What follows belongs to an exercise in optimizing a design on an open flow for small area and a short achievable clock period; a production flow would make more cautious choices. The RTL was checked by simulation tests, not by an equivalence proof against the original design.

Setup of ember:
// processor
module processor( input         clk, reset,
                  output [31:0] PC,
                  input  [31:0] instruction,
                  output        WE,
                  output [31:0] address_to_mem,
                  output [31:0] data_to_mem,
                  input  [31:0] data_from_mem
                );
Settings: LEC_CHECK=0, CAP_MARGIN=20, CORE_MARGIN=2, CORE_UTILIZATION=50, CTS_CLUSTER_DIAMETER=70, CTS_CLUSTER_SIZE=20, SETUP_SLACK_MARGIN=4, SLEW_MARGIN=40, SYNTH_HIERARCHICAL=1, SYNTH_MINIMUM_KEEP_SIZE=0, TNS_END_PERCENT=10; clock period 12.0 ns.
run.sh (not shown) runs the stock make flow with config.mk's settings and CLKGATE_MAP_FILE= SYNTH_SCRIPT=/design/flow/synth_recipe.tcl, a recipe that flattens the netlist after the stock synthesis.
Input-level comparison between quartz and ember:
--- a/flow/design.v
+++ b/flow/design.v
@@ -646,19 +646,51 @@
     g_or3 r27 (.a(o1[27]), .b(o2[27]), .c(o3[27]), .y(y[27]));
     g_or3 r28 (.a(o1[28]), .b(o2[28]), .c(o3[28]), .y(y[28]));
     g_or3 r29 (.a(o1[29]), .b(o2[29]), .c(o3[29]), .y(y[29]));
     g_or3 r30 (.a(o1[30]), .b(o2[30]), .c(o3[30]), .y(y[30]));
     g_or3 r31 (.a(o1[31]), .b(o2[31]), .c(o3[31]), .y(y[31]));
 endmodule
 module addr_add(input [31:0] o1, input [31:0] o2, input [31:0] o3,
                 input [31:0] a, input [15:0] imm, output [31:0] y);
     wire [31:0] b = {{16{imm[15]}}, imm};
-    wire [31:0] t = a ^ b;
+    wire [31:0] ad, t = ad ^ b;
+    g_or3 ad0 (.a(o1[0]), .b(o2[0]), .c(o3[0]), .y(ad[0]));
+    g_or3 ad1 (.a(o1[1]), .b(o2[1]), .c(o3[1]), .y(ad[1]));
+    g_or3 ad2 (.a(o1[2]), .b(o2[2]), .c(o3[2]), .y(ad[2]));
+    g_or3 ad3 (.a(o1[3]), .b(o2[3]), .c(o3[3]), .y(ad[3]));
+    g_or3 ad4 (.a(o1[4]), .b(o2[4]), .c(o3[4]), .y(ad[4]));
+    g_or3 ad5 (.a(o1[5]), .b(o2[5]), .c(o3[5]), .y(ad[5]));
+    g_or3 ad6 (.a(o1[6]), .b(o2[6]), .c(o3[6]), .y(ad[6]));
+    g_or3 ad7 (.a(o1[7]), .b(o2[7]), .c(o3[7]), .y(ad[7]));
+    g_or3 ad8 (.a(o1[8]), .b(o2[8]), .c(o3[8]), .y(ad[8]));
+    g_or3 ad9 (.a(o1[9]), .b(o2[9]), .c(o3[9]), .y(ad[9]));
+    g_or3 ad10 (.a(o1[10]), .b(o2[10]), .c(o3[10]), .y(ad[10]));
+    g_or3 ad11 (.a(o1[11]), .b(o2[11]), .c(o3[11]), .y(ad[11]));
+    g_or3 ad12 (.a(o1[12]), .b(o2[12]), .c(o3[12]), .y(ad[12]));
+    g_or3 ad13 (.a(o1[13]), .b(o2[13]), .c(o3[13]), .y(ad[13]));
+    g_or3 ad14 (.a(o1[14]), .b(o2[14]), .c(o3[14]), .y(ad[14]));
+    g_or3 ad15 (.a(o1[15]), .b(o2[15]), .c(o3[15]), .y(ad[15]));
+    g_or3 ad16 (.a(o1[16]), .b(o2[16]), .c(o3[16]), .y(ad[16]));
+    g_or3 ad17 (.a(o1[17]), .b(o2[17]), .c(o3[17]), .y(ad[17]));
+    g_or3 ad18 (.a(o1[18]), .b(o2[18]), .c(o3[18]), .y(ad[18]));
+    g_or3 ad19 (.a(o1[19]), .b(o2[19]), .c(o3[19]), .y(ad[19]));
+    g_or3 ad20 (.a(o1[20]), .b(o2[20]), .c(o3[20]), .y(ad[20]));
+    g_or3 ad21 (.a(o1[21]), .b(o2[21]), .c(o3[21]), .y(ad[21]));
+    g_or3 ad22 (.a(o1[22]), .b(o2[22]), .c(o3[22]), .y(ad[22]));
+    g_or3 ad23 (.a(o1[23]), .b(o2[23]), .c(o3[23]), .y(ad[23]));
+    g_or3 ad24 (.a(o1[24]), .b(o2[24]), .c(o3[24]), .y(ad[24]));
+    g_or3 ad25 (.a(o1[25]), .b(o2[25]), .c(o3[25]), .y(ad[25]));
+    g_or3 ad26 (.a(o1[26]), .b(o2[26]), .c(o3[26]), .y(ad[26]));
+    g_or3 ad27 (.a(o1[27]), .b(o2[27]), .c(o3[27]), .y(ad[27]));
+    g_or3 ad28 (.a(o1[28]), .b(o2[28]), .c(o3[28]), .y(ad[28]));
+    g_or3 ad29 (.a(o1[29]), .b(o2[29]), .c(o3[29]), .y(ad[29]));
+    g_or3 ad30 (.a(o1[30]), .b(o2[30]), .c(o3[30]), .y(ad[30]));
+    g_or3 ad31 (.a(o1[31]), .b(o2[31]), .c(o3[31]), .y(ad[31]));
     wire [31:0] gn0, pn0;
     g_o31ai g0_0 (.a(o1[0]), .b(o2[0]), .c(o3[0]), .d(b[0]), .y(gn0[0]));
     g_nor4 q0_0 (.a(o1[0]), .b(o2[0]), .c(o3[0]), .d(b[0]), .y(pn0[0]));
     g_o31ai g0_1 (.a(o1[1]), .b(o2[1]), .c(o3[1]), .d(b[1]), .y(gn0[1]));
     g_nor4 q0_1 (.a(o1[1]), .b(o2[1]), .c(o3[1]), .d(b[1]), .y(pn0[1]));
     g_o31ai g0_2 (.a(o1[2]), .b(o2[2]), .c(o3[2]), .d(b[2]), .y(gn0[2]));
     g_nor4 q0_2 (.a(o1[2]), .b(o2[2]), .c(o3[2]), .d(b[2]), .y(pn0[2]));
     g_o31ai g0_3 (.a(o1[3]), .b(o2[3]), .c(o3[3]), .d(b[3]), .y(gn0[3]));
     g_nor4 q0_3 (.a(o1[3]), .b(o2[3]), .c(o3[3]), .d(b[3]), .y(pn0[3]));
--- outcome ---
Side by side, routed wire length turned out higher in quartz than in ember.
Any difference in die span in x between ember and quartz is small enough to ignore.
ember has lower global-route usage than quartz.
quartz vs ember: clock transition at the registers of the reported paths up in quartz
In quartz, the setup slack of the critical path after layout came out 14 ps above the value in ember.
Looking at the reports, quartz completed the entire flow and the layout it produced met the timing, DRC and antenna checks.
Diff ember -> quartz: final area went up 0.38%, worst hold slack across all endpoints up 9.5 ps, worst slack at placement lost 140 ps, post-detailed-route count of antenna-violating nets flat, core area about even.
Clock buffer count ended up 3 lower on quartz than on ember.
Any difference in area share of fa/ha/maj cells after synthesis between ember and quartz is small enough to ignore.
In quartz relative to ember, number of vias per cell after detailed routing had gone up slightly.
Delta(final cell count, quartz - ember) > 0

==> re-timing with driven ports <==
How much do the figures lean on ideal ports? The routed layouts below were timed once more, with nothing changed but the port constraints.
Step 1: set_driving_cell puts a clkbuf_16 on clk and a buf_2 on each other input, an assumption about the parent block.
Step 2 moves the port delays by t, midway between the first and last clock arrival at a register: inputs arrive t later, outputs are due t later. That takes back most of the time a late clock gives input paths.
a / b / c = ideal ports / drivers / drivers and shift; a / b = the first two.
| run | t (ns) | setup WS [ns] | hold slack, ns | clock arrival spread, ns | worst data-port slew with drivers (ns) |
|---|---|---|---|---|---|
| ember | 0.754 | 3.666 / 3.598 / 2.989 | 0.561 / 0.561 / 0.561 | 0.063 / 0.063 | 0.07 |
| quartz | 0.758 | 3.680 / 3.652 / 2.928 | 0.571 / 0.571 / 0.571 | 0.040 / 0.041 | 0.07 |
After both steps every run listed still meets setup and hold. For quartz, which loses most, drivers alone change the setup slack by -0.028 ns; drivers and shift together by -0.752 ns.
